This design comes from an exercise in tuning for small area and a short achievable clock period on the open sky130 flow, not from production work.
Only the layout flow was run in this run; the RTL was not checked for function there.
Power figures rest on the tool's default switching activity, not on a simulated workload.

==> flow/design.v <==
module mac_16bit(out_rounded,md,mr,clk,rst);
output reg [26:0] out_rounded;
input [15:0] md,mr;
input clk,rst;
reg [15:0] MD;
reg [7:0] ONE, TWO, NEG;         
reg [7:0] NEGN;                 
reg [84:0] P;                  
reg [39:0] A;                    
reg [5:0] CB;                 
reg [8:0] k;       
reg clr;           
reg z1;            
reg r1, z2;        
wire zero = !rst | clr;
wire [16:0] mrx = {mr, 1'b0};
wire [7:0] one_n, two_n, neg_n;
genvar g;
generate for (g = 0; g < 8; g = g + 1) begin : enc
  assign one_n[g] = mrx[2*g+1] ^ mrx[2*g];
  assign two_n[g] = (mrx[2*g+2] & ~mrx[2*g+1] & ~mrx[2*g]) | (~mrx[2*g+2] & mrx[2*g+1] & mrx[2*g]);
  assign neg_n[g] = mrx[2*g+2] & ~(mrx[2*g+1] & mrx[2*g]);
end endgenerate
wire [16:0] sel0 = ({17{ONE[0]}} & {MD[15], MD}) | ({17{TWO[0]}} & {MD, 1'b0});
wire [16:0] pp0 = {~(sel0[16:9] ^ {8{NEGN[0]}}), sel0[8:0] ^ {9{NEG[0]}}};
wire ns0 = ~pp0[16];
wire [16:0] sel1 = ({17{ONE[1]}} & {MD[15], MD}) | ({17{TWO[1]}} & {MD, 1'b0});
wire [16:0] pp1 = {~(sel1[16:9] ^ {8{NEGN[1]}}), sel1[8:0] ^ {9{NEG[1]}}};
wire ns1 = ~pp1[16];
wire [16:0] sel2 = ({17{ONE[2]}} & {MD[15], MD}) | ({17{TWO[2]}} & {MD, 1'b0});
wire [16:0] pp2 = {~(sel2[16:9] ^ {8{NEGN[2]}}), sel2[8:0] ^ {9{NEG[2]}}};
wire ns2 = ~pp2[16];
wire [16:0] sel3 = ({17{ONE[3]}} & {MD[15], MD}) | ({17{TWO[3]}} & {MD, 1'b0});
wire [16:0] pp3 = {~(sel3[16:9] ^ {8{NEGN[3]}}), sel3[8:0] ^ {9{NEG[3]}}};
wire ns3 = ~pp3[16];
wire [16:0] sel4 = ({17{ONE[4]}} & {MD[15], MD}) | ({17{TWO[4]}} & {MD, 1'b0});
wire [16:0] pp4 = {~(sel4[16:9] ^ {8{NEGN[4]}}), sel4[8:0] ^ {9{NEG[4]}}};
wire ns4 = ~pp4[16];
wire [16:0] sel5 = ({17{ONE[5]}} & {MD[15], MD}) | ({17{TWO[5]}} & {MD, 1'b0});
wire [16:0] pp5 = {~(sel5[16:9] ^ {8{NEGN[5]}}), sel5[8:0] ^ {9{NEG[5]}}};
wire ns5 = ~pp5[16];
wire [16:0] sel6 = ({17{ONE[6]}} & {MD[15], MD}) | ({17{TWO[6]}} & {MD, 1'b0});
wire [16:0] pp6 = {~(sel6[16:9] ^ {8{NEGN[6]}}), sel6[8:0] ^ {9{NEG[6]}}};
wire ns6 = ~pp6[16];
wire [16:0] sel7 = ({17{ONE[7]}} & {MD[15], MD}) | ({17{TWO[7]}} & {MD, 1'b0});
wire [16:0] pp7 = {~(sel7[16:9] ^ {8{NEGN[7]}}), sel7[8:0] ^ {9{NEG[7]}}};
wire ns7 = ~pp7[16];
wire as1, ac2; ha_cell u_as1 (.a(pp0[10]), .b(pp1[8]), .s(as1), .co(ac2));
wire as3, ac4; ha_cell u_as3 (.a(pp0[11]), .b(pp1[9]), .s(as3), .co(ac4));
wire as5, ac6; fa_cell u_as5 (.a(pp0[12]), .b(pp1[10]), .c(pp2[8]), .s(as5), .co(ac6));
wire as7, ac8; ha_cell u_as7 (.a(pp3[6]), .b(pp4[4]), .s(as7), .co(ac8));
wire as9, ac10; fa_cell u_as9 (.a(pp0[13]), .b(pp1[11]), .c(pp2[9]), .s(as9), .co(ac10));
wire as11, ac12; ha_cell u_as11 (.a(pp3[7]), .b(pp4[5]), .s(as11), .co(ac12));
wire as13, ac14; fa_cell u_as13 (.a(pp0[14]), .b(pp1[12]), .c(pp2[10]), .s(as13), .co(ac14));
wire as15, ac16; fa_cell u_as15 (.a(pp3[8]), .b(pp4[6]), .c(pp5[4]), .s(as15), .co(ac16));
wire as17, ac18; ha_cell u_as17 (.a(pp6[2]), .b(pp7[0]), .s(as17), .co(ac18));
wire as19, ac20; fa_cell u_as19 (.a(pp0[15]), .b(pp1[13]), .c(pp2[11]), .s(as19), .co(ac20));
wire as21, ac22; fa_cell u_as21 (.a(pp3[9]), .b(pp4[7]), .c(pp5[5]), .s(as21), .co(ac22));
wire as23, ac24; ha_cell u_as23 (.a(pp6[3]), .b(pp7[1]), .s(as23), .co(ac24));
wire as25 = ~(ns0 ^ pp1[14]); wire ac26 = ns0 | pp1[14];
wire as27, ac28; fa_cell u_as27 (.a(pp2[12]), .b(pp3[10]), .c(pp4[8]), .s(as27), .co(ac28));
wire as29, ac30; fa_cell u_as29 (.a(pp5[6]), .b(pp6[4]), .c(pp7[2]), .s(as29), .co(ac30));
wire as31 = ~(pp1[15] ^ pp2[13]); wire ac32 = pp1[15] | pp2[13];
wire as33, ac34; fa_cell u_as33 (.a(pp3[11]), .b(pp4[9]), .c(pp5[7]), .s(as33), .co(ac34));
wire as35, ac36; ha_cell u_as35 (.a(pp6[5]), .b(pp7[3]), .s(as35), .co(ac36));
wire as37, ac38; fa_cell u_as37 (.a(ns1), .b(pp2[14]), .c(pp3[12]), .s(as37), .co(ac38));
wire as39, ac40; fa_cell u_as39 (.a(pp4[10]), .b(pp5[8]), .c(pp6[6]), .s(as39), .co(ac40));
wire as41 = ~(pp2[15] ^ pp3[13]); wire ac42 = pp2[15] | pp3[13];
wire as43, ac44; ha_cell u_as43 (.a(pp4[11]), .b(pp5[9]), .s(as43), .co(ac44));
wire as45, ac46; fa_cell u_as45 (.a(ns2), .b(pp3[14]), .c(pp4[12]), .s(as45), .co(ac46));
wire as47 = ~pp3[15];
wire as48, ac49; ha_cell u_as48 (.a(pp0[6]), .b(pp1[4]), .s(as48), .co(ac49));
wire as50, ac51; ha_cell u_as50 (.a(pp0[7]), .b(pp1[5]), .s(as50), .co(ac51));
wire as52, ac53; fa_cell u_as52 (.a(pp0[8]), .b(pp1[6]), .c(pp2[4]), .s(as52), .co(ac53));
wire as54, ac55; ha_cell u_as54 (.a(pp3[2]), .b(pp4[0]), .s(as54), .co(ac55));
wire as56, ac57; fa_cell u_as56 (.a(pp0[9]), .b(pp1[7]), .c(pp2[5]), .s(as56), .co(ac57));
wire as58, ac59; ha_cell u_as58 (.a(pp3[3]), .b(pp4[1]), .s(as58), .co(ac59));
wire as60, ac61; fa_cell u_as60 (.a(as1), .b(pp2[6]), .c(pp3[4]), .s(as60), .co(ac61));
wire as62, ac63; fa_cell u_as62 (.a(pp4[2]), .b(pp5[0]), .c(NEG[5]), .s(as62), .co(ac63));
wire as64, ac65; fa_cell u_as64 (.a(as3), .b(pp2[7]), .c(pp3[5]), .s(as64), .co(ac65));
wire as66, ac67; fa_cell u_as66 (.a(pp4[3]), .b(pp5[1]), .c(ac2), .s(as66), .co(ac67));
wire as68, ac69; fa_cell u_as68 (.a(as5), .b(as7), .c(pp5[2]), .s(as68), .co(ac69));
wire as70, ac71; fa_cell u_as70 (.a(pp6[0]), .b(NEG[6]), .c(ac4), .s(as70), .co(ac71));
wire as72, ac73; fa_cell u_as72 (.a(as9), .b(as11), .c(pp5[3]), .s(as72), .co(ac73));
wire as74, ac75; fa_cell u_as74 (.a(pp6[1]), .b(ac6), .c(ac8), .s(as74), .co(ac75));
wire as76, ac77; fa_cell u_as76 (.a(as13), .b(as15), .c(as17), .s(as76), .co(ac77));
wire as78, ac79; fa_cell u_as78 (.a(NEG[7]), .b(ac10), .c(ac12), .s(as78), .co(ac79));
wire as80, ac81; fa_cell u_as80 (.a(as19), .b(as21), .c(as23), .s(as80), .co(ac81));
wire as82, ac83; fa_cell u_as82 (.a(ac14), .b(ac16), .c(ac18), .s(as82), .co(ac83));
wire as84, ac85; fa_cell u_as84 (.a(as25), .b(as27), .c(as29), .s(as84), .co(ac85));
wire as86, ac87; fa_cell u_as86 (.a(ac20), .b(ac22), .c(ac24), .s(as86), .co(ac87));
wire as88, ac89; fa_cell u_as88 (.a(as31), .b(as33), .c(as35), .s(as88), .co(ac89));
wire as90, ac91; fa_cell u_as90 (.a(ac26), .b(ac28), .c(ac30), .s(as90), .co(ac91));
wire as92, ac93; fa_cell u_as92 (.a(as37), .b(as39), .c(pp7[4]), .s(as92), .co(ac93));
wire as94, ac95; fa_cell u_as94 (.a(ac32), .b(ac34), .c(ac36), .s(as94), .co(ac95));
wire as96, ac97; fa_cell u_as96 (.a(as41), .b(as43), .c(pp6[7]), .s(as96), .co(ac97));
wire as98, ac99; fa_cell u_as98 (.a(pp7[5]), .b(ac38), .c(ac40), .s(as98), .co(ac99));
wire as100, ac101; fa_cell u_as100 (.a(as45), .b(pp5[10]), .c(pp6[8]), .s(as100), .co(ac101));
wire as102, ac103; fa_cell u_as102 (.a(pp7[6]), .b(ac42), .c(ac44), .s(as102), .co(ac103));
wire as104, ac105; fa_cell u_as104 (.a(as47), .b(pp4[13]), .c(pp5[11]), .s(as104), .co(ac105));
wire as106, ac107; fa_cell u_as106 (.a(pp6[9]), .b(pp7[7]), .c(ac46), .s(as106), .co(ac107));
wire as108, ac109; fa_cell u_as108 (.a(ns3), .b(pp4[14]), .c(pp5[12]), .s(as108), .co(ac109));
wire as110, ac111; fa_cell u_as110 (.a(pp6[10]), .b(pp7[8]), .c(pp3[15]), .s(as110), .co(ac111));
wire as112 = ~(pp4[15] ^ pp5[13]); wire ac113 = pp4[15] | pp5[13];
wire as114, ac115; ha_cell u_as114 (.a(pp6[11]), .b(pp7[9]), .s(as114), .co(ac115));
wire as116, ac117; fa_cell u_as116 (.a(ns4), .b(pp5[14]), .c(pp6[12]), .s(as116), .co(ac117));
wire as118 = ~pp5[15];
wire as119, ac120; ha_cell u_as119 (.a(pp0[4]), .b(pp1[2]), .s(as119), .co(ac120));
wire as121, ac122; ha_cell u_as121 (.a(pp0[5]), .b(pp1[3]), .s(as121), .co(ac122));
wire as123, ac124; fa_cell u_as123 (.a(as48), .b(pp2[2]), .c(pp3[0]), .s(as123), .co(ac124));
wire as125, ac126; fa_cell u_as125 (.a(as50), .b(pp2[3]), .c(pp3[1]), .s(as125), .co(ac126));
wire as127, ac128; fa_cell u_as127 (.a(as52), .b(as54), .c(NEG[4]), .s(as127), .co(ac128));
wire as129, ac130; fa_cell u_as129 (.a(as56), .b(as58), .c(ac53), .s(as129), .co(ac130));
wire as131, ac132; fa_cell u_as131 (.a(as60), .b(as62), .c(ac57), .s(as131), .co(ac132));
wire as133, ac134; fa_cell u_as133 (.a(as64), .b(as66), .c(ac61), .s(as133), .co(ac134));
wire as135, ac136; fa_cell u_as135 (.a(as68), .b(as70), .c(ac65), .s(as135), .co(ac136));
wire as137, ac138; fa_cell u_as137 (.a(as72), .b(as74), .c(ac69), .s(as137), .co(ac138));
wire as139, ac140; fa_cell u_as139 (.a(as76), .b(as78), .c(ac73), .s(as139), .co(ac140));
wire as141, ac142; fa_cell u_as141 (.a(as80), .b(as82), .c(ac77), .s(as141), .co(ac142));
wire as143, ac144; fa_cell u_as143 (.a(as84), .b(as86), .c(ac81), .s(as143), .co(ac144));
wire as145, ac146; fa_cell u_as145 (.a(as88), .b(as90), .c(ac85), .s(as145), .co(ac146));
wire as147, ac148; fa_cell u_as147 (.a(as92), .b(as94), .c(ac89), .s(as147), .co(ac148));
wire as149, ac150; fa_cell u_as149 (.a(as96), .b(as98), .c(ac93), .s(as149), .co(ac150));
wire as151, ac152; fa_cell u_as151 (.a(as100), .b(as102), .c(ac97), .s(as151), .co(ac152));
wire as153, ac154; fa_cell u_as153 (.a(as104), .b(as106), .c(ac101), .s(as153), .co(ac154));
wire as155, ac156; fa_cell u_as155 (.a(as108), .b(as110), .c(ac105), .s(as155), .co(ac156));
wire as157, ac158; fa_cell u_as157 (.a(as112), .b(as114), .c(ac109), .s(as157), .co(ac158));
wire as159, ac160; fa_cell u_as159 (.a(as116), .b(pp7[10]), .c(ac113), .s(as159), .co(ac160));
wire as161, ac162; fa_cell u_as161 (.a(as118), .b(pp6[13]), .c(pp7[11]), .s(as161), .co(ac162));
wire as163, ac164; fa_cell u_as163 (.a(ns5), .b(pp6[14]), .c(pp7[12]), .s(as163), .co(ac164));
wire as165 = ~pp6[15];
wire [84:0] pnext;
assign pnext[0] = pp0[0];
assign pnext[1] = NEG[0];
assign pnext[2] = pp0[1];
assign pnext[3] = pp0[2];
assign pnext[4] = pp1[0];
assign pnext[5] = NEG[1];
assign pnext[6] = pp0[3];
assign pnext[7] = pp1[1];
assign pnext[8] = as119;
assign pnext[9] = pp2[0];
assign pnext[10] = NEG[2];
assign pnext[11] = as121;
assign pnext[12] = pp2[1];
assign pnext[13] = ac120;
assign pnext[14] = as123;
assign pnext[15] = NEG[3];
assign pnext[16] = ac122;
assign pnext[17] = as125;
assign pnext[18] = ac49;
assign pnext[19] = ac124;
assign pnext[20] = as127;
assign pnext[21] = ac51;
assign pnext[22] = ac126;
assign pnext[23] = as129;
assign pnext[24] = ac55;
assign pnext[25] = ac128;
assign pnext[26] = as131;
assign pnext[27] = ac59;
assign pnext[28] = ac130;
assign pnext[29] = as133;
assign pnext[30] = ac63;
assign pnext[31] = ac132;
assign pnext[32] = as135;
assign pnext[33] = ac67;
assign pnext[34] = ac134;
assign pnext[35] = as137;
assign pnext[36] = ac71;
assign pnext[37] = ac136;
assign pnext[38] = as139;
assign pnext[39] = ac75;
assign pnext[40] = ac138;
assign pnext[41] = as141;
assign pnext[42] = ac79;
assign pnext[43] = ac140;
assign pnext[44] = as143;
assign pnext[45] = ac83;
assign pnext[46] = ac142;
assign pnext[47] = as145;
assign pnext[48] = ac87;
assign pnext[49] = ac144;
assign pnext[50] = as147;
assign pnext[51] = ac91;
assign pnext[52] = ac146;
assign pnext[53] = as149;
assign pnext[54] = ac95;
assign pnext[55] = ac148;
assign pnext[56] = as151;
assign pnext[57] = ac99;
assign pnext[58] = ac150;
assign pnext[59] = as153;
assign pnext[60] = ac103;
assign pnext[61] = ac152;
assign pnext[62] = as155;
assign pnext[63] = ac107;
assign pnext[64] = ac154;
assign pnext[65] = as157;
assign pnext[66] = ac111;
assign pnext[67] = ac156;
assign pnext[68] = as159;
assign pnext[69] = ac115;
assign pnext[70] = ac158;
assign pnext[71] = as161;
assign pnext[72] = ac117;
assign pnext[73] = ac160;
assign pnext[74] = as163;
assign pnext[75] = pp5[15];
assign pnext[76] = ac162;
assign pnext[77] = as165;
assign pnext[78] = pp7[13];
assign pnext[79] = ac164;
assign pnext[80] = ns6;
assign pnext[81] = pp7[14];
assign pnext[82] = pp6[15];
assign pnext[83] = pp7[15];
assign pnext[84] = ns7;
wire bs166, bc167; ha_cell u_bs166 (.a(P[3]), .b(P[4]), .s(bs166), .co(bc167));
wire bs168, bc169; ha_cell u_bs168 (.a(P[6]), .b(P[7]), .s(bs168), .co(bc169));
wire bs170, bc171; fa_cell u_bs170 (.a(P[8]), .b(P[9]), .c(P[10]), .s(bs170), .co(bc171));
wire bs172, bc173; fa_cell u_bs172 (.a(P[11]), .b(P[12]), .c(P[13]), .s(bs172), .co(bc173));
wire bs174, bc175; fa_cell u_bs174 (.a(P[14]), .b(P[15]), .c(P[16]), .s(bs174), .co(bc175));
wire bs176, bc177; fa_cell u_bs176 (.a(P[17]), .b(P[18]), .c(P[19]), .s(bs176), .co(bc177));
wire bs178, bc179; fa_cell u_bs178 (.a(P[20]), .b(P[21]), .c(P[22]), .s(bs178), .co(bc179));
wire bs180, bc181; fa_cell u_bs180 (.a(P[23]), .b(P[24]), .c(P[25]), .s(bs180), .co(bc181));
wire bs182, bc183; fa_cell u_bs182 (.a(P[26]), .b(P[27]), .c(P[28]), .s(bs182), .co(bc183));
wire bs184, bc185; fa_cell u_bs184 (.a(P[29]), .b(P[30]), .c(P[31]), .s(bs184), .co(bc185));
wire bs186, bc187; fa_cell u_bs186 (.a(P[32]), .b(P[33]), .c(P[34]), .s(bs186), .co(bc187));
wire bs188, bc189; fa_cell u_bs188 (.a(P[35]), .b(P[36]), .c(P[37]), .s(bs188), .co(bc189));
wire bs190, bc191; fa_cell u_bs190 (.a(P[38]), .b(P[39]), .c(P[40]), .s(bs190), .co(bc191));
wire bs192, bc193; fa_cell u_bs192 (.a(P[41]), .b(P[42]), .c(P[43]), .s(bs192), .co(bc193));
wire bs194, bc195; fa_cell u_bs194 (.a(P[44]), .b(P[45]), .c(P[46]), .s(bs194), .co(bc195));
wire bs196, bc197; fa_cell u_bs196 (.a(P[47]), .b(P[48]), .c(P[49]), .s(bs196), .co(bc197));
wire bs198, bc199; fa_cell u_bs198 (.a(P[50]), .b(P[51]), .c(P[52]), .s(bs198), .co(bc199));
wire bs200, bc201; fa_cell u_bs200 (.a(P[53]), .b(P[54]), .c(P[55]), .s(bs200), .co(bc201));
wire bs202, bc203; fa_cell u_bs202 (.a(P[56]), .b(P[57]), .c(P[58]), .s(bs202), .co(bc203));
wire bs204, bc205; fa_cell u_bs204 (.a(P[59]), .b(P[60]), .c(P[61]), .s(bs204), .co(bc205));
wire bs206, bc207; fa_cell u_bs206 (.a(P[62]), .b(P[63]), .c(P[64]), .s(bs206), .co(bc207));
wire bs208, bc209; fa_cell u_bs208 (.a(P[65]), .b(P[66]), .c(P[67]), .s(bs208), .co(bc209));
wire bs210, bc211; fa_cell u_bs210 (.a(P[68]), .b(P[69]), .c(P[70]), .s(bs210), .co(bc211));
wire bs212, bc213; fa_cell u_bs212 (.a(P[71]), .b(P[72]), .c(P[73]), .s(bs212), .co(bc213));
wire bs214, bc215; fa_cell u_bs214 (.a(P[74]), .b(P[75]), .c(P[76]), .s(bs214), .co(bc215));
wire bs216, bc217; fa_cell u_bs216 (.a(P[77]), .b(P[78]), .c(P[79]), .s(bs216), .co(bc217));
wire bs218, bc219; fa_cell u_bs218 (.a(P[80]), .b(P[81]), .c(P[82]), .s(bs218), .co(bc219));
wire bs220 = ~P[83];
wire bs221, bc222; ha_cell u_bs221 (.a(P[0]), .b(P[1]), .s(bs221), .co(bc222));
wire bs223, bc224; ha_cell u_bs223 (.a(P[2]), .b(A[1]), .s(bs223), .co(bc224));
wire bs225, bc226; fa_cell u_bs225 (.a(bs166), .b(P[5]), .c(A[2]), .s(bs225), .co(bc226));
wire bs227, bc228; fa_cell u_bs227 (.a(bs168), .b(A[3]), .c(bc167), .s(bs227), .co(bc228));
wire bs229, bc230; fa_cell u_bs229 (.a(bs170), .b(A[4]), .c(bc169), .s(bs229), .co(bc230));
wire bs231, bc232; fa_cell u_bs231 (.a(bs172), .b(A[5]), .c(bc171), .s(bs231), .co(bc232));
wire bs233, bc234; fa_cell u_bs233 (.a(bs174), .b(A[6]), .c(bc173), .s(bs233), .co(bc234));
wire bs235, bc236; fa_cell u_bs235 (.a(bs176), .b(A[7]), .c(bc175), .s(bs235), .co(bc236));
wire bs237, bc238; fa_cell u_bs237 (.a(bs178), .b(A[8]), .c(bc177), .s(bs237), .co(bc238));
wire bs239, bc240; fa_cell u_bs239 (.a(bs180), .b(A[9]), .c(bc179), .s(bs239), .co(bc240));
wire bs241, bc242; fa_cell u_bs241 (.a(bs182), .b(A[10]), .c(bc181), .s(bs241), .co(bc242));
wire bs243, bc244; fa_cell u_bs243 (.a(bs184), .b(A[11]), .c(bc183), .s(bs243), .co(bc244));
wire bs245, bc246; fa_cell u_bs245 (.a(bs186), .b(A[12]), .c(bc185), .s(bs245), .co(bc246));
wire bs247, bc248; fa_cell u_bs247 (.a(bs188), .b(A[13]), .c(bc187), .s(bs247), .co(bc248));
wire bs249, bc250; fa_cell u_bs249 (.a(bs190), .b(A[14]), .c(bc189), .s(bs249), .co(bc250));
wire bs251, bc252; fa_cell u_bs251 (.a(bs192), .b(A[15]), .c(bc191), .s(bs251), .co(bc252));
wire bs253, bc254; fa_cell u_bs253 (.a(bs194), .b(A[16]), .c(bc193), .s(bs253), .co(bc254));
wire bs255, bc256; fa_cell u_bs255 (.a(bs196), .b(A[17]), .c(bc195), .s(bs255), .co(bc256));
wire bs257, bc258; fa_cell u_bs257 (.a(bs198), .b(A[18]), .c(bc197), .s(bs257), .co(bc258));
wire bs259, bc260; fa_cell u_bs259 (.a(bs200), .b(A[19]), .c(bc199), .s(bs259), .co(bc260));
wire bs261, bc262; fa_cell u_bs261 (.a(bs202), .b(A[20]), .c(bc201), .s(bs261), .co(bc262));
wire bs263, bc264; fa_cell u_bs263 (.a(bs204), .b(A[21]), .c(bc203), .s(bs263), .co(bc264));
wire bs265, bc266; fa_cell u_bs265 (.a(bs206), .b(A[22]), .c(bc205), .s(bs265), .co(bc266));
wire bs267, bc268; fa_cell u_bs267 (.a(bs208), .b(A[23]), .c(bc207), .s(bs267), .co(bc268));
wire bs269, bc270; fa_cell u_bs269 (.a(bs210), .b(A[24]), .c(bc209), .s(bs269), .co(bc270));
wire bs271, bc272; fa_cell u_bs271 (.a(bs212), .b(A[25]), .c(bc211), .s(bs271), .co(bc272));
wire bs273, bc274; fa_cell u_bs273 (.a(bs214), .b(A[26]), .c(bc213), .s(bs273), .co(bc274));
wire bs275, bc276; fa_cell u_bs275 (.a(bs216), .b(A[27]), .c(bc215), .s(bs275), .co(bc276));
wire bs277, bc278; fa_cell u_bs277 (.a(bs218), .b(A[28]), .c(bc217), .s(bs277), .co(bc278));
wire bs279, bc280; fa_cell u_bs279 (.a(bs220), .b(A[29]), .c(bc219), .s(bs279), .co(bc280));
wire bs281, bc282; fa_cell u_bs281 (.a(P[84]), .b(A[30]), .c(P[83]), .s(bs281), .co(bc282));
wire bs283 = ~A[31];
wire [7:0] yhi = 8'd0 + {7'd0, A[31]} - 8'd1;
wire k0_g284, k0_p290; ha_cell u_k0_p290 (.a(bs221), .b(A[0]), .s(k0_p290), .co(k0_g284));
wire k0_g285, k0_p291; ha_cell u_k0_p291 (.a(bs223), .b(bc222), .s(k0_p291), .co(k0_g285));
wire k0_g286, k0_p292; ha_cell u_k0_p292 (.a(bs225), .b(bc224), .s(k0_p292), .co(k0_g286));
wire k0_g287, k0_p293; ha_cell u_k0_p293 (.a(bs227), .b(bc226), .s(k0_p293), .co(k0_g287));
wire k0_g288, k0_p294; ha_cell u_k0_p294 (.a(bs229), .b(bc228), .s(k0_p294), .co(k0_g288));
wire k0_g289, k0_p295; ha_cell u_k0_p295 (.a(bs231), .b(bc230), .s(k0_p295), .co(k0_g289));
wire k0_G296 = k0_g285 | (k0_p291 & k0_g284);
wire k0_P297 = k0_p291 & k0_p290;
wire k0_G298 = k0_g286 | (k0_p292 & k0_g285);
wire k0_P299 = k0_p292 & k0_p291;
wire k0_G300 = k0_g287 | (k0_p293 & k0_g286);
wire k0_P301 = k0_p293 & k0_p292;
wire k0_G302 = k0_g288 | (k0_p294 & k0_g287);
wire k0_P303 = k0_p294 & k0_p293;
wire k0_G304 = k0_g289 | (k0_p295 & k0_g288);
wire k0_P305 = k0_p295 & k0_p294;
wire k0_G306 = k0_G298 | (k0_P299 & k0_g284);
wire k0_P307 = k0_P299 & k0_p290;
wire k0_G308 = k0_G300 | (k0_P301 & k0_G296);
wire k0_P309 = k0_P301 & k0_P297;
wire k0_G310 = k0_G302 | (k0_P303 & k0_G298);
wire k0_P311 = k0_P303 & k0_P299;
wire k0_G312 = k0_G304 | (k0_P305 & k0_G300);
wire k0_P313 = k0_P305 & k0_P301;
wire k0_G314 = k0_G310 | (k0_P311 & k0_g284);
wire k0_P315 = k0_P311 & k0_p290;
wire k0_G316 = k0_G312 | (k0_P313 & k0_G296);
wire k0_P317 = k0_P313 & k0_P297;
wire k0_s318 = k0_p290;
wire k0_s319 = k0_p291 ^ k0_g284;
wire k0_s320 = k0_p292 ^ k0_G296;
wire k0_s321 = k0_p293 ^ k0_G306;
wire k0_s322 = k0_p294 ^ k0_G308;
wire k0_s323 = k0_p295 ^ k0_G314;
wire k1_g324, k1_p330; ha_cell u_k1_p330 (.a(bs233), .b(bc232), .s(k1_p330), .co(k1_g324));
wire k1_g325, k1_p331; ha_cell u_k1_p331 (.a(bs235), .b(bc234), .s(k1_p331), .co(k1_g325));
wire k1_g326, k1_p332; ha_cell u_k1_p332 (.a(bs237), .b(bc236), .s(k1_p332), .co(k1_g326));
wire k1_g327, k1_p333; ha_cell u_k1_p333 (.a(bs239), .b(bc238), .s(k1_p333), .co(k1_g327));
wire k1_g328, k1_p334; ha_cell u_k1_p334 (.a(bs241), .b(bc240), .s(k1_p334), .co(k1_g328));
wire k1_g329, k1_p335; ha_cell u_k1_p335 (.a(bs243), .b(bc242), .s(k1_p335), .co(k1_g329));
wire k1_G336 = k1_g325 | (k1_p331 & k1_g324);
wire k1_P337 = k1_p331 & k1_p330;
wire k1_G338 = k1_g326 | (k1_p332 & k1_g325);
wire k1_P339 = k1_p332 & k1_p331;
wire k1_G340 = k1_g327 | (k1_p333 & k1_g326);
wire k1_P341 = k1_p333 & k1_p332;
wire k1_G342 = k1_g328 | (k1_p334 & k1_g327);
wire k1_P343 = k1_p334 & k1_p333;
wire k1_G344 = k1_g329 | (k1_p335 & k1_g328);
wire k1_P345 = k1_p335 & k1_p334;
wire k1_G346 = k1_G338 | (k1_P339 & k1_g324);
wire k1_P347 = k1_P339 & k1_p330;
wire k1_G348 = k1_G340 | (k1_P341 & k1_G336);
wire k1_P349 = k1_P341 & k1_P337;
wire k1_G350 = k1_G342 | (k1_P343 & k1_G338);
wire k1_P351 = k1_P343 & k1_P339;
wire k1_G352 = k1_G344 | (k1_P345 & k1_G340);
wire k1_P353 = k1_P345 & k1_P341;
wire k1_G354 = k1_G350 | (k1_P351 & k1_g324);
wire k1_P355 = k1_P351 & k1_p330;
wire k1_G356 = k1_G352 | (k1_P353 & k1_G336);
wire k1_P357 = k1_P353 & k1_P337;
wire k1_s358 = k1_p330 ^ CB[0];
wire k1_c359 = k1_g324 | (k1_p330 & CB[0]);
wire k1_s360 = k1_p331 ^ k1_c359;
wire k1_c361 = k1_G336 | (k1_P337 & CB[0]);
wire k1_s362 = k1_p332 ^ k1_c361;
wire k1_c363 = k1_G346 | (k1_P347 & CB[0]);
wire k1_s364 = k1_p333 ^ k1_c363;
wire k1_c365 = k1_G348 | (k1_P349 & CB[0]);
wire k1_s366 = k1_p334 ^ k1_c365;
wire k1_c367 = k1_G354 | (k1_P355 & CB[0]);
wire k1_s368 = k1_p335 ^ k1_c367;
wire k1_co369 = k1_G356 | (k1_P357 & CB[0]);
wire k2_g370, k2_p376; ha_cell u_k2_p376 (.a(bs245), .b(bc244), .s(k2_p376), .co(k2_g370));
wire k2_g371, k2_p377; ha_cell u_k2_p377 (.a(bs247), .b(bc246), .s(k2_p377), .co(k2_g371));
wire k2_g372, k2_p378; ha_cell u_k2_p378 (.a(bs249), .b(bc248), .s(k2_p378), .co(k2_g372));
wire k2_g373, k2_p379; ha_cell u_k2_p379 (.a(bs251), .b(bc250), .s(k2_p379), .co(k2_g373));
wire k2_g374, k2_p380; ha_cell u_k2_p380 (.a(bs253), .b(bc252), .s(k2_p380), .co(k2_g374));
wire k2_g375, k2_p381; ha_cell u_k2_p381 (.a(bs255), .b(bc254), .s(k2_p381), .co(k2_g375));
wire k2_G382 = k2_g371 | (k2_p377 & k2_g370);
wire k2_P383 = k2_p377 & k2_p376;
wire k2_G384 = k2_g372 | (k2_p378 & k2_g371);
wire k2_P385 = k2_p378 & k2_p377;
wire k2_G386 = k2_g373 | (k2_p379 & k2_g372);
wire k2_P387 = k2_p379 & k2_p378;
wire k2_G388 = k2_g374 | (k2_p380 & k2_g373);
wire k2_P389 = k2_p380 & k2_p379;
wire k2_G390 = k2_g375 | (k2_p381 & k2_g374);
wire k2_P391 = k2_p381 & k2_p380;
wire k2_G392 = k2_G384 | (k2_P385 & k2_g370);
wire k2_P393 = k2_P385 & k2_p376;
wire k2_G394 = k2_G386 | (k2_P387 & k2_G382);
wire k2_P395 = k2_P387 & k2_P383;
wire k2_G396 = k2_G388 | (k2_P389 & k2_G384);
wire k2_P397 = k2_P389 & k2_P385;
wire k2_G398 = k2_G390 | (k2_P391 & k2_G386);
wire k2_P399 = k2_P391 & k2_P387;
wire k2_G400 = k2_G396 | (k2_P397 & k2_g370);
wire k2_P401 = k2_P397 & k2_p376;
wire k2_G402 = k2_G398 | (k2_P399 & k2_G382);
wire k2_P403 = k2_P399 & k2_P383;
wire k2_s404 = k2_p376 ^ CB[1];
wire k2_c405 = k2_g370 | (k2_p376 & CB[1]);
wire k2_s406 = k2_p377 ^ k2_c405;
wire k2_c407 = k2_G382 | (k2_P383 & CB[1]);
wire k2_s408 = k2_p378 ^ k2_c407;
wire k2_c409 = k2_G392 | (k2_P393 & CB[1]);
wire k2_s410 = k2_p379 ^ k2_c409;
wire k2_c411 = k2_G394 | (k2_P395 & CB[1]);
wire k2_s412 = k2_p380 ^ k2_c411;
wire k2_c413 = k2_G400 | (k2_P401 & CB[1]);
wire k2_s414 = k2_p381 ^ k2_c413;
wire k2_co415 = k2_G402 | (k2_P403 & CB[1]);
wire k3_g416, k3_p422; ha_cell u_k3_p422 (.a(bs257), .b(bc256), .s(k3_p422), .co(k3_g416));
wire k3_g417, k3_p423; ha_cell u_k3_p423 (.a(bs259), .b(bc258), .s(k3_p423), .co(k3_g417));
wire k3_g418, k3_p424; ha_cell u_k3_p424 (.a(bs261), .b(bc260), .s(k3_p424), .co(k3_g418));
wire k3_g419, k3_p425; ha_cell u_k3_p425 (.a(bs263), .b(bc262), .s(k3_p425), .co(k3_g419));
wire k3_g420, k3_p426; ha_cell u_k3_p426 (.a(bs265), .b(bc264), .s(k3_p426), .co(k3_g420));
wire k3_g421, k3_p427; ha_cell u_k3_p427 (.a(bs267), .b(bc266), .s(k3_p427), .co(k3_g421));
wire k3_G428 = k3_g417 | (k3_p423 & k3_g416);
wire k3_P429 = k3_p423 & k3_p422;
wire k3_G430 = k3_g418 | (k3_p424 & k3_g417);
wire k3_P431 = k3_p424 & k3_p423;
wire k3_G432 = k3_g419 | (k3_p425 & k3_g418);
wire k3_P433 = k3_p425 & k3_p424;
wire k3_G434 = k3_g420 | (k3_p426 & k3_g419);
wire k3_P435 = k3_p426 & k3_p425;
wire k3_G436 = k3_g421 | (k3_p427 & k3_g420);
wire k3_P437 = k3_p427 & k3_p426;
wire k3_G438 = k3_G430 | (k3_P431 & k3_g416);
wire k3_P439 = k3_P431 & k3_p422;
wire k3_G440 = k3_G432 | (k3_P433 & k3_G428);
wire k3_P441 = k3_P433 & k3_P429;
wire k3_G442 = k3_G434 | (k3_P435 & k3_G430);
wire k3_P443 = k3_P435 & k3_P431;
wire k3_G444 = k3_G436 | (k3_P437 & k3_G432);
wire k3_P445 = k3_P437 & k3_P433;
wire k3_G446 = k3_G442 | (k3_P443 & k3_g416);
wire k3_P447 = k3_P443 & k3_p422;
wire k3_G448 = k3_G444 | (k3_P445 & k3_G428);
wire k3_P449 = k3_P445 & k3_P429;
wire k3_s450 = k3_p422 ^ CB[2];
wire k3_c451 = k3_g416 | (k3_p422 & CB[2]);
wire k3_s452 = k3_p423 ^ k3_c451;
wire k3_c453 = k3_G428 | (k3_P429 & CB[2]);
wire k3_s454 = k3_p424 ^ k3_c453;
wire k3_c455 = k3_G438 | (k3_P439 & CB[2]);
wire k3_s456 = k3_p425 ^ k3_c455;
wire k3_c457 = k3_G440 | (k3_P441 & CB[2]);
wire k3_s458 = k3_p426 ^ k3_c457;
wire k3_c459 = k3_G446 | (k3_P447 & CB[2]);
wire k3_s460 = k3_p427 ^ k3_c459;
wire k3_co461 = k3_G448 | (k3_P449 & CB[2]);
wire k4_g462, k4_p468; ha_cell u_k4_p468 (.a(bs269), .b(bc268), .s(k4_p468), .co(k4_g462));
wire k4_g463, k4_p469; ha_cell u_k4_p469 (.a(bs271), .b(bc270), .s(k4_p469), .co(k4_g463));
wire k4_g464, k4_p470; ha_cell u_k4_p470 (.a(bs273), .b(bc272), .s(k4_p470), .co(k4_g464));
wire k4_g465, k4_p471; ha_cell u_k4_p471 (.a(bs275), .b(bc274), .s(k4_p471), .co(k4_g465));
wire k4_g466, k4_p472; ha_cell u_k4_p472 (.a(bs277), .b(bc276), .s(k4_p472), .co(k4_g466));
wire k4_g467, k4_p473; ha_cell u_k4_p473 (.a(bs279), .b(bc278), .s(k4_p473), .co(k4_g467));
wire k4_G474 = k4_g463 | (k4_p469 & k4_g462);
wire k4_P475 = k4_p469 & k4_p468;
wire k4_G476 = k4_g464 | (k4_p470 & k4_g463);
wire k4_P477 = k4_p470 & k4_p469;
wire k4_G478 = k4_g465 | (k4_p471 & k4_g464);
wire k4_P479 = k4_p471 & k4_p470;
wire k4_G480 = k4_g466 | (k4_p472 & k4_g465);
wire k4_P481 = k4_p472 & k4_p471;
wire k4_G482 = k4_g467 | (k4_p473 & k4_g466);
wire k4_P483 = k4_p473 & k4_p472;
wire k4_G484 = k4_G476 | (k4_P477 & k4_g462);
wire k4_P485 = k4_P477 & k4_p468;
wire k4_G486 = k4_G478 | (k4_P479 & k4_G474);
wire k4_P487 = k4_P479 & k4_P475;
wire k4_G488 = k4_G480 | (k4_P481 & k4_G476);
wire k4_P489 = k4_P481 & k4_P477;
wire k4_G490 = k4_G482 | (k4_P483 & k4_G478);
wire k4_P491 = k4_P483 & k4_P479;
wire k4_G492 = k4_G488 | (k4_P489 & k4_g462);
wire k4_P493 = k4_P489 & k4_p468;
wire k4_G494 = k4_G490 | (k4_P491 & k4_G474);
wire k4_P495 = k4_P491 & k4_P475;
wire k4_s496 = k4_p468 ^ CB[3];
wire k4_c497 = k4_g462 | (k4_p468 & CB[3]);
wire k4_s498 = k4_p469 ^ k4_c497;
wire k4_c499 = k4_G474 | (k4_P475 & CB[3]);
wire k4_s500 = k4_p470 ^ k4_c499;
wire k4_c501 = k4_G484 | (k4_P485 & CB[3]);
wire k4_s502 = k4_p471 ^ k4_c501;
wire k4_c503 = k4_G486 | (k4_P487 & CB[3]);
wire k4_s504 = k4_p472 ^ k4_c503;
wire k4_c505 = k4_G492 | (k4_P493 & CB[3]);
wire k4_s506 = k4_p473 ^ k4_c505;
wire k4_co507 = k4_G494 | (k4_P495 & CB[3]);
wire k5_g508, k5_p514; ha_cell u_k5_p514 (.a(bs281), .b(bc280), .s(k5_p514), .co(k5_g508));
wire k5_g509, k5_p515; ha_cell u_k5_p515 (.a(bs283), .b(bc282), .s(k5_p515), .co(k5_g509));
wire k5_g510, k5_p516; ha_cell u_k5_p516 (.a(A[32]), .b(yhi[0]), .s(k5_p516), .co(k5_g510));
wire k5_g511, k5_p517; ha_cell u_k5_p517 (.a(A[33]), .b(yhi[1]), .s(k5_p517), .co(k5_g511));
wire k5_g512, k5_p518; ha_cell u_k5_p518 (.a(A[34]), .b(yhi[2]), .s(k5_p518), .co(k5_g512));
wire k5_g513, k5_p519; ha_cell u_k5_p519 (.a(A[35]), .b(yhi[3]), .s(k5_p519), .co(k5_g513));
wire k5_G520 = k5_g509 | (k5_p515 & k5_g508);
wire k5_P521 = k5_p515 & k5_p514;
wire k5_G522 = k5_g510 | (k5_p516 & k5_g509);
wire k5_P523 = k5_p516 & k5_p515;
wire k5_G524 = k5_g511 | (k5_p517 & k5_g510);
wire k5_P525 = k5_p517 & k5_p516;
wire k5_G526 = k5_g512 | (k5_p518 & k5_g511);
wire k5_P527 = k5_p518 & k5_p517;
wire k5_G528 = k5_g513 | (k5_p519 & k5_g512);
wire k5_P529 = k5_p519 & k5_p518;
wire k5_G530 = k5_G522 | (k5_P523 & k5_g508);
wire k5_P531 = k5_P523 & k5_p514;
wire k5_G532 = k5_G524 | (k5_P525 & k5_G520);
wire k5_P533 = k5_P525 & k5_P521;
wire k5_G534 = k5_G526 | (k5_P527 & k5_G522);
wire k5_P535 = k5_P527 & k5_P523;
wire k5_G536 = k5_G528 | (k5_P529 & k5_G524);
wire k5_P537 = k5_P529 & k5_P525;
wire k5_G538 = k5_G534 | (k5_P535 & k5_g508);
wire k5_P539 = k5_P535 & k5_p514;
wire k5_G540 = k5_G536 | (k5_P537 & k5_G520);
wire k5_P541 = k5_P537 & k5_P521;
wire k5_s542 = k5_p514 ^ CB[4];
wire k5_c543 = k5_g508 | (k5_p514 & CB[4]);
wire k5_s544 = k5_p515 ^ k5_c543;
wire k5_c545 = k5_G520 | (k5_P521 & CB[4]);
wire k5_s546 = k5_p516 ^ k5_c545;
wire k5_c547 = k5_G530 | (k5_P531 & CB[4]);
wire k5_s548 = k5_p517 ^ k5_c547;
wire k5_c549 = k5_G532 | (k5_P533 & CB[4]);
wire k5_s550 = k5_p518 ^ k5_c549;
wire k5_c551 = k5_G538 | (k5_P539 & CB[4]);
wire k5_s552 = k5_p519 ^ k5_c551;
wire k5_co553 = k5_G540 | (k5_P541 & CB[4]);
wire k6_g554, k6_p558; ha_cell u_k6_p558 (.a(A[36]), .b(yhi[4]), .s(k6_p558), .co(k6_g554));
wire k6_g555, k6_p559; ha_cell u_k6_p559 (.a(A[37]), .b(yhi[5]), .s(k6_p559), .co(k6_g555));
wire k6_g556, k6_p560; ha_cell u_k6_p560 (.a(A[38]), .b(yhi[6]), .s(k6_p560), .co(k6_g556));
wire k6_g557, k6_p561; ha_cell u_k6_p561 (.a(A[39]), .b(yhi[7]), .s(k6_p561), .co(k6_g557));
wire k6_G562 = k6_g555 | (k6_p559 & k6_g554);
wire k6_P563 = k6_p559 & k6_p558;
wire k6_G564 = k6_g556 | (k6_p560 & k6_g555);
wire k6_P565 = k6_p560 & k6_p559;
wire k6_G566 = k6_g557 | (k6_p561 & k6_g556);
wire k6_P567 = k6_p561 & k6_p560;
wire k6_G568 = k6_G564 | (k6_P565 & k6_g554);
wire k6_P569 = k6_P565 & k6_p558;
wire k6_G570 = k6_G566 | (k6_P567 & k6_G562);
wire k6_P571 = k6_P567 & k6_P563;
wire k6_s572 = k6_p558 ^ CB[5];
wire k6_c573 = k6_g554 | (k6_p558 & CB[5]);
wire k6_s574 = k6_p559 ^ k6_c573;
wire k6_c575 = k6_G562 | (k6_P563 & CB[5]);
wire k6_s576 = k6_p560 ^ k6_c575;
wire k6_c577 = k6_G568 | (k6_P569 & CB[5]);
wire k6_s578 = k6_p561 ^ k6_c577;
wire k6_co579 = k6_G570 | (k6_P571 & CB[5]);
wire [39:0] sum = {k6_s578, k6_s576, k6_s574, k6_s572, k5_s552, k5_s550, k5_s548, k5_s546, k5_s544, k5_s542, k4_s506, k4_s504, k4_s502, k4_s500, k4_s498, k4_s496, k3_s460, k3_s458, k3_s456, k3_s454, k3_s452, k3_s450, k2_s414, k2_s412, k2_s410, k2_s408, k2_s406, k2_s404, k1_s368, k1_s366, k1_s364, k1_s362, k1_s360, k1_s358, k0_s323, k0_s322, k0_s321, k0_s320, k0_s319, k0_s318};
wire [5:0] cbnext = {k5_co553, k4_co507, k3_co461, k2_co415, k1_co369, k0_G316};
wire [13:0] L = {1'b0, A[12:0]} + {7'd0, CB[0], 6'd0} + {1'd0, CB[1], 12'd0};
wire c13 = L[13];
wire up = L[12] & ((A[13] ^ c13) | (|L[11:0]));
wire rg580, rp607; ha_cell u_rp607 (.a(A[13]), .b(c13), .s(rp607), .co(rg580));
wire rg581 = 1'b0; wire rp608 = A[14];
wire rg582 = 1'b0; wire rp609 = A[15];
wire rg583 = 1'b0; wire rp610 = A[16];
wire rg584 = 1'b0; wire rp611 = A[17];
wire rg585, rp612; ha_cell u_rp612 (.a(A[18]), .b(CB[2]), .s(rp612), .co(rg585));
wire rg586 = 1'b0; wire rp613 = A[19];
wire rg587 = 1'b0; wire rp614 = A[20];
wire rg588 = 1'b0; wire rp615 = A[21];
wire rg589 = 1'b0; wire rp616 = A[22];
wire rg590 = 1'b0; wire rp617 = A[23];
wire rg591, rp618; ha_cell u_rp618 (.a(A[24]), .b(CB[3]), .s(rp618), .co(rg591));
wire rg592 = 1'b0; wire rp619 = A[25];
wire rg593 = 1'b0; wire rp620 = A[26];
wire rg594 = 1'b0; wire rp621 = A[27];
wire rg595 = 1'b0; wire rp622 = A[28];
wire rg596 = 1'b0; wire rp623 = A[29];
wire rg597, rp624; ha_cell u_rp624 (.a(A[30]), .b(CB[4]), .s(rp624), .co(rg597));
wire rg598 = 1'b0; wire rp625 = A[31];
wire rg599 = 1'b0; wire rp626 = A[32];
wire rg600 = 1'b0; wire rp627 = A[33];
wire rg601 = 1'b0; wire rp628 = A[34];
wire rg602 = 1'b0; wire rp629 = A[35];
wire rg603, rp630; ha_cell u_rp630 (.a(A[36]), .b(CB[5]), .s(rp630), .co(rg603));
wire rg604 = 1'b0; wire rp631 = A[37];
wire rg605 = 1'b0; wire rp632 = A[38];
wire rg606 = 1'b0; wire rp633 = A[39];
wire rG634 = rg581 | (rp608 & rg580);
wire rP635 = rp608 & rp607;
wire rG636 = rg583 | (rp610 & rg582);
wire rP637 = rp610 & rp609;
wire rG638 = rg585 | (rp612 & rg584);
wire rP639 = rp612 & rp611;
wire rG640 = rg587 | (rp614 & rg586);
wire rP641 = rp614 & rp613;
wire rG642 = rg589 | (rp616 & rg588);
wire rP643 = rp616 & rp615;
wire rG644 = rg591 | (rp618 & rg590);
wire rP645 = rp618 & rp617;
wire rG646 = rg593 | (rp620 & rg592);
wire rP647 = rp620 & rp619;
wire rG648 = rg595 | (rp622 & rg594);
wire rP649 = rp622 & rp621;
wire rG650 = rg597 | (rp624 & rg596);
wire rP651 = rp624 & rp623;
wire rG652 = rg599 | (rp626 & rg598);
wire rP653 = rp626 & rp625;
wire rG654 = rg601 | (rp628 & rg600);
wire rP655 = rp628 & rp627;
wire rG656 = rg603 | (rp630 & rg602);
wire rP657 = rp630 & rp629;
wire rG658 = rg605 | (rp632 & rg604);
wire rP659 = rp632 & rp631;
wire rG660 = rg582 | (rp609 & rG634);
wire rP661 = rp609 & rP635;
wire rG662 = rG636 | (rP637 & rG634);
wire rP663 = rP637 & rP635;
wire rG664 = rg586 | (rp613 & rG638);
wire rP665 = rp613 & rP639;
wire rG666 = rG640 | (rP641 & rG638);
wire rP667 = rP641 & rP639;
wire rG668 = rg590 | (rp617 & rG642);
wire rP669 = rp617 & rP643;
wire rG670 = rG644 | (rP645 & rG642);
wire rP671 = rP645 & rP643;
wire rG672 = rg594 | (rp621 & rG646);
wire rP673 = rp621 & rP647;
wire rG674 = rG648 | (rP649 & rG646);
wire rP675 = rP649 & rP647;
wire rG676 = rg598 | (rp625 & rG650);
wire rP677 = rp625 & rP651;
wire rG678 = rG652 | (rP653 & rG650);
wire rP679 = rP653 & rP651;
wire rG680 = rg602 | (rp629 & rG654);
wire rP681 = rp629 & rP655;
wire rG682 = rG656 | (rP657 & rG654);
wire rP683 = rP657 & rP655;
wire rG684 = rg606 | (rp633 & rG658);
wire rP685 = rp633 & rP659;
wire rG686 = rg584 | (rp611 & rG662);
wire rP687 = rp611 & rP663;
wire rG688 = rG638 | (rP639 & rG662);
wire rP689 = rP639 & rP663;
wire rG690 = rG664 | (rP665 & rG662);
wire rP691 = rP665 & rP663;
wire rG692 = rG666 | (rP667 & rG662);
wire rP693 = rP667 & rP663;
wire rG694 = rg592 | (rp619 & rG670);
wire rP695 = rp619 & rP671;
wire rG696 = rG646 | (rP647 & rG670);
wire rP697 = rP647 & rP671;
wire rG698 = rG672 | (rP673 & rG670);
wire rP699 = rP673 & rP671;
wire rG700 = rG674 | (rP675 & rG670);
wire rP701 = rP675 & rP671;
wire rG702 = rg600 | (rp627 & rG678);
wire rP703 = rp627 & rP679;
wire rG704 = rG654 | (rP655 & rG678);
wire rP705 = rP655 & rP679;
wire rG706 = rG680 | (rP681 & rG678);
wire rP707 = rP681 & rP679;
wire rG708 = rG682 | (rP683 & rG678);
wire rP709 = rP683 & rP679;
wire rG710 = rg588 | (rp615 & rG692);
wire rP711 = rp615 & rP693;
wire rG712 = rG642 | (rP643 & rG692);
wire rP713 = rP643 & rP693;
wire rG714 = rG668 | (rP669 & rG692);
wire rP715 = rP669 & rP693;
wire rG716 = rG670 | (rP671 & rG692);
wire rP717 = rP671 & rP693;
wire rG718 = rG694 | (rP695 & rG692);
wire rP719 = rP695 & rP693;
wire rG720 = rG696 | (rP697 & rG692);
wire rP721 = rP697 & rP693;
wire rG722 = rG698 | (rP699 & rG692);
wire rP723 = rP699 & rP693;
wire rG724 = rG700 | (rP701 & rG692);
wire rP725 = rP701 & rP693;
wire rG726 = rg604 | (rp631 & rG708);
wire rP727 = rp631 & rP709;
wire rG728 = rG658 | (rP659 & rG708);
wire rP729 = rP659 & rP709;
wire rG730 = rG684 | (rP685 & rG708);
wire rP731 = rP685 & rP709;
wire rG732 = rg596 | (rp623 & rG724);
wire rP733 = rp623 & rP725;
wire rG734 = rG650 | (rP651 & rG724);
wire rP735 = rP651 & rP725;
wire rG736 = rG676 | (rP677 & rG724);
wire rP737 = rP677 & rP725;
wire rG738 = rG678 | (rP679 & rG724);
wire rP739 = rP679 & rP725;
wire rG740 = rG702 | (rP703 & rG724);
wire rP741 = rP703 & rP725;
wire rG742 = rG704 | (rP705 & rG724);
wire rP743 = rP705 & rP725;
wire rG744 = rG706 | (rP707 & rG724);
wire rP745 = rP707 & rP725;
wire rG746 = rG708 | (rP709 & rG724);
wire rP747 = rP709 & rP725;
wire rG748 = rG726 | (rP727 & rG724);
wire rP749 = rP727 & rP725;
wire rG750 = rG728 | (rP729 & rG724);
wire rP751 = rP729 & rP725;
wire rG752 = rG730 | (rP731 & rG724);
wire rP753 = rP731 & rP725;
wire rs754 = rp607 ^ up;
wire rc755 = rg580 | (rp607 & up);
wire rs756 = rp608 ^ rc755;
wire rc757 = rG634 | (rP635 & up);
wire rs758 = rp609 ^ rc757;
wire rc759 = rG660 | (rP661 & up);
wire rs760 = rp610 ^ rc759;
wire rc761 = rG662 | (rP663 & up);
wire rs762 = rp611 ^ rc761;
wire rc763 = rG686 | (rP687 & up);
wire rs764 = rp612 ^ rc763;
wire rc765 = rG688 | (rP689 & up);
wire rs766 = rp613 ^ rc765;
wire rc767 = rG690 | (rP691 & up);
wire rs768 = rp614 ^ rc767;
wire rc769 = rG692 | (rP693 & up);
wire rs770 = rp615 ^ rc769;
wire rc771 = rG710 | (rP711 & up);
wire rs772 = rp616 ^ rc771;
wire rc773 = rG712 | (rP713 & up);
wire rs774 = rp617 ^ rc773;
wire rc775 = rG714 | (rP715 & up);
wire rs776 = rp618 ^ rc775;
wire rc777 = rG716 | (rP717 & up);
wire rs778 = rp619 ^ rc777;
wire rc779 = rG718 | (rP719 & up);
wire rs780 = rp620 ^ rc779;
wire rc781 = rG720 | (rP721 & up);
wire rs782 = rp621 ^ rc781;
wire rc783 = rG722 | (rP723 & up);
wire rs784 = rp622 ^ rc783;
wire rc785 = rG724 | (rP725 & up);
wire rs786 = rp623 ^ rc785;
wire rc787 = rG732 | (rP733 & up);
wire rs788 = rp624 ^ rc787;
wire rc789 = rG734 | (rP735 & up);
wire rs790 = rp625 ^ rc789;
wire rc791 = rG736 | (rP737 & up);
wire rs792 = rp626 ^ rc791;
wire rc793 = rG738 | (rP739 & up);
wire rs794 = rp627 ^ rc793;
wire rc795 = rG740 | (rP741 & up);
wire rs796 = rp628 ^ rc795;
wire rc797 = rG742 | (rP743 & up);
wire rs798 = rp629 ^ rc797;
wire rc799 = rG744 | (rP745 & up);
wire rs800 = rp630 ^ rc799;
wire rc801 = rG746 | (rP747 & up);
wire rs802 = rp631 ^ rc801;
wire rc803 = rG748 | (rP749 & up);
wire rs804 = rp632 ^ rc803;
wire rc805 = rG750 | (rP751 & up);
wire rs806 = rp633 ^ rc805;
wire rco807 = rG752 | (rP753 & up);
wire [26:0] rnd = {rs806, rs804, rs802, rs800, rs798, rs796, rs794, rs792, rs790, rs788, rs786, rs784, rs782, rs780, rs778, rs776, rs774, rs772, rs770, rs768, rs766, rs764, rs762, rs760, rs758, rs756, rs754};
always @(posedge clk) begin
  MD <= md;
  ONE <= one_n;
  TWO <= two_n;
  NEG <= neg_n;
  NEGN <= ~neg_n;
  P <= pnext;
  z1 <= zero;
  r1 <= !rst;
  z2 <= r1;
  if (z1 | z2) A <= 40'd0;
  else A <= sum;
  if (z1 | z2) CB <= 6'd0;
  else CB <= cbnext;
  out_rounded <= (zero | z1) ? 27'd0 : rnd;
  if (zero) k <= {8'd0, clr};
  else k <= k + 9'd1;
  clr <= rst & !clr & (k == 9'd258);
end
endmodule
module fa_cell(input a, input b, input c, output s, output co);
assign {co, s} = {1'b0, a} + {1'b0, b} + {1'b0, c};
endmodule
module ha_cell(input a, input b, output s, output co);
assign {co, s} = {1'b0, a} + {1'b0, b};
endmodule
==> flow/flow/run.sh <==
#!/bin/bash
# The standard layout (the standard.sh), except that the port buffers are
# sky130_fd_sc_hd__buf_2 cells instead of the default delay buffers.
set -euo pipefail
export BUFFER_PORTS_ARGS="-buffer_cell sky130_fd_sc_hd__buf_2"
bash standard.sh > standard.log 2>&1
==> flow/standard.sh <==
#!/bin/bash
# synth_recipe.tcl (not shown) runs the flow's synth.tcl, then flattens the netlist and writes it again
# the make line also repeats each setting of config.mk as NAME=value (left out here)
make -C /OpenROAD-flow-scripts/flow DESIGN_CONFIG=/design/flow/config.mk WORK_HOME=/design/flow/orfs CLKGATE_MAP_FILE= SYNTH_SCRIPT=/design/flow/synth_recipe.tcl "${@:-finish}"
==> flow/config.mk <==
export PLATFORM = sky130hd
export DESIGN_NAME = mac_16bit
export DESIGN_NICKNAME = mac_16bit
export VERILOG_FILES = /design/flow/design.v
export SDC_FILE = /design/flow/constraint.sdc
export NUM_CORES = 4
export LEC_CHECK = 0
export CAP_MARGIN = 20
export CORE_MARGIN = 2
export CORE_UTILIZATION = 60
export CTS_CLUSTER_DIAMETER = 100
export CTS_CLUSTER_SIZE = 20
export SETUP_SLACK_MARGIN = 4.15
export SLEW_MARGIN = 20
export SYNTH_HIERARCHICAL = 1
export SYNTH_MINIMUM_KEEP_SIZE = 0
==> flow/constraint.sdc <==
create_clock -name core_clock -period 6.9 [get_ports {clk}]
set_input_delay 1.3800 -clock core_clock [delete_from_list [all_inputs] [get_ports {clk}]]
set_output_delay 1.3800 -clock core_clock [all_outputs]
set_load 0.01 [all_outputs]
==> summary.txt <==
## critical path: stages (launching register included)
cell	delay [ps]
dfxtp_2	330
fa_1	510
fa_1	580
ha_4	210
a21o_1	150
a21o_1	170
a21oi_2	170
o21bai_1	130
a21oi_2	160
nor2b_2	150
nor3_1	50
## state kept, by name, summed over array words and instances, names as in the netlist
| register | flops |
|---|---|
| A | 40 |
| z1 | 1 |
| NEGN | 8 |
| z2 | 1 |
| NEG | 8 |
| out_rounded | 27 |
| k | 9 |
| CB | 6 |
| r1 | 1 |
| MD | 16 |
| ONE | 8 |
| TWO | 8 |
| P | 85 |
| clr | 1 |
## modules after synthesis (local to each module, per instance)
| module | flops+latches | copies in the design | cell area (um^2) | cells inside |
|---|---|---|---|---|
| fa_cell | 0 | 116 | 20.02 | 1 |
| ha_cell | 0 | 64 | 12.51 | 1 |
| mac_16bit | 219 | 1 | 9238 | 955 |
## kinds of logic after synthesis
logic type	Yosys count	synth area share, %
buf+inv	114	3.462
xor+xnor	179	12.68
mux	1	0.08098
compound gates	220	12.68
simple gates	198	7.926
fa+ha+maj	204	27.70
flops	219	35.47
## per-layer routing
layer | vias to the layer above | wire [um]
met5 | - | 0
met4 | 0 | 468
met3 | 35 | 1533
met2 | 255 | 10710
met1 | 3760 | 12350
li1 | 3887 | -
## how the worst min path moves through the flow
stage / from / endpoint / cells after the start
after floorplan: r1 / z2 / 0
after global routing: r1 / z2 / 0
after CTS: r1 / z2 / 0
after detailed placement: r1 / z2 / 0
after global placement: r1 / z2 / 0
final: r1 / z2 / 0
## cell usage after synthesis, types with 10 or more instances
master and count:
nor2_1 71, nand3_1 12, dfxtp_1 219, xnor2_1 113, a21o_1 17, clkbuf_1 79, ha_1 88, nand2_1 31
nor3_1 15, and2_1 11, nand2b_1 10, o21ai_0 30, fa_1 116, a21oi_1 23, nor2b_1 11, a22oi_1 120
xor2_1 66, inv_1 34
## power by group through the flow
| stage | clock network [mW] | registers (mW) | logic (mW) |
|---|---|---|---|
| 6_report | 0.792 | 1.89 | 3.70 |
| 5_1_grt | 0.861 | 1.93 | 4.20 |
| 4_1_cts | 0.818 | 1.88 | 3.37 |
| 3_5_place_dp | 0 | 1.91 | 3.03 |
| 3_3_place_gp | 0 | 1.90 | 2.97 |
| 2_1_floorplan | 0 | 1.78 | 2.51 |
## timing repair
action | in CTS | in global routing
buffers inserted | 20 | 5
gates cloned | 0 | 0
resized for setup | 43 | 37
pin swaps | 33 | 24
setup endpoints to repair | 39 | 38
## metrics by stage
step	setup WS, ps	util [%]	cell area [um^2]	instances	power [mW]
2_1_floorplan	4165	-	12360	1135	4.290
3_3_place_gp	3999	62.79	12710	1386	4.868
3_5_place_dp	3938	62.79	12710	1386	4.943
4_1_cts	4122	65.95	13340	1422	6.074
5_1_grt	4021	66.83	13520	1427	6.996
6_report	4161	66.83	13520	1427	6.380
## final cells by class
class                   count  area (um^2)
flip-flops and latches    219         4438
multi-input cells         802         7737
inverters                  34        127.6
fillers                  1642         6711
well taps                 270        337.8
clock buffers              16        379.1
repair buffers             86        503.0
==> summary.txt <==
outcome=no timing/DRC/antenna violations; DRT Wirelength=25060 um; Reg clk slew, reported paths=80 ps; commonest non-fill, non-tap cells in the layout=dfxtp_1, a22oi_1, fa_1, xnor2_1, ha_1; Buffers on Ports=60; count of final hold-check violations=0; gpl congestion=0.8669; worst-path fanout max=2; Yosys warnings=7; largest net degree at the start of global routing=34; Setup Crit Path Kind=flop to flop; Tightest Pin Transition=707.9 ps; final setup fails=0; number of library cell types mapped by synthesis=46; die height=147.5 um; Worst setup SP type=flop; Cell Area, Synth=12360 um^2; synth top area cells=dfxtp_1, fa_1, ha_1, xnor2_1, a22oi_1; commonest non-fill, non-tap cell in the layout=dfxtp_1; GRT met2 Usage=34.77%; Row Count=52; # hold bufs at CTS=0; CP Capture Type=flop; CTS tree=built; asr flop ratio synth=0%; layer with the highest usage=met1; H-tree levels=1; DPL Wire Length=18210 um; worst skew pair latency=480 ps; worst path arrival time=3070 ps; maximum VDD drop=0.2282 mV; Comb power frac=58.0%; CP Data Required Time=7230 ps; Post-synth EDFFs=0; area leader, netlist=dfxtp_1; GRT Total Usage=23.05%; FF-to-FF path depth=10; Fin Setup TNS=0 ps; Yosys reg bits=219; share of cells above drive strength 1=15.99%; final-report max-slew violation count=0; unrepaired setup endpoints after global routing=true; synth-to-layout area growth=9.404%; met3 usage=3.302%; clock root buffer=clkbuf_16; Critical Path End=A[11]; Cell Int Power=3.966 mW; CTS max path bufs=3; initial antenna violation count=0; Min-Delay Path Class=flop to flop; min Tclk post-route=2739 ps; r2r setup slk=4160 ps; GR met1 Demand/Resource=35.54%; Initial Util=61.09%; Final period util=39.70%; fraction of post-synthesis cell area in the top cell type by area=35.47%; synthesized area per cell=10.89 um^2; first-pass GRT wire length=40270 um; reg2reg end=A[11]; total clock sinks=219; Synth Net Count=1373; pwr dens=471.8 nW/um^2; clock share of power=12.4%; routed length per placed instance=17.56 um; Synth Flop Type=dfxtp_1; DR vias/cell=5.562; skew final=11.06 ps; LEAKAGE=5.578 nW; Detailed Routing Iterations Pass 1=5; Die X=147.5 um; io pins=61; CP Launch Point=P[16]; Iter 0 DRT Violations=582; DR vias=7937; Max Fclk=0.3651 GHz; core area=20230 um^2; Switching Share=37.84%; GRT overflow=0; max_slew headroom=52.81%; r2r startpoint=P[16]; # diodes=0; Max Cap Viol=0; final antenna-violating net count=0; DRC=0; hold slack=337.8 ps; sequential area share after synthesis=35.47%; Net Switching=2.414 mW; CTS Buf Count=14; nets@finish=1395; die area=21770 um^2; vias in the first global route=7600; part of the power in registers=29.6%; Syn Inst Count=1135

what the ideal ports hide:
No port has a modelled driver above. Below, the same layout with a new extraction and two added sets of constraints. Step 1, drivers: a clkbuf_16 drives clk and a buf_2 each remaining input, both assumed. Step 2 times the ports against the registers' clock, not the clock port: input delays grow and output delays shrink by t, the midpoint of the rising clock arrivals with the driver on. a / b / c = ideal / step 1 / step 2; a / b = the first two.
t, ns: 0.520
setup WS [ns]: 4.161 / 4.161 / 4.022
hold WS [ns]: 0.338 / 0.338 / 0.338
latest minus earliest clock arrival (ns): 0.011 / 0.011
After both steps setup and hold are still met in this run. For this run, drivers alone change the setup slack by 0.000 ns; drivers and shift together by -0.139 ns.
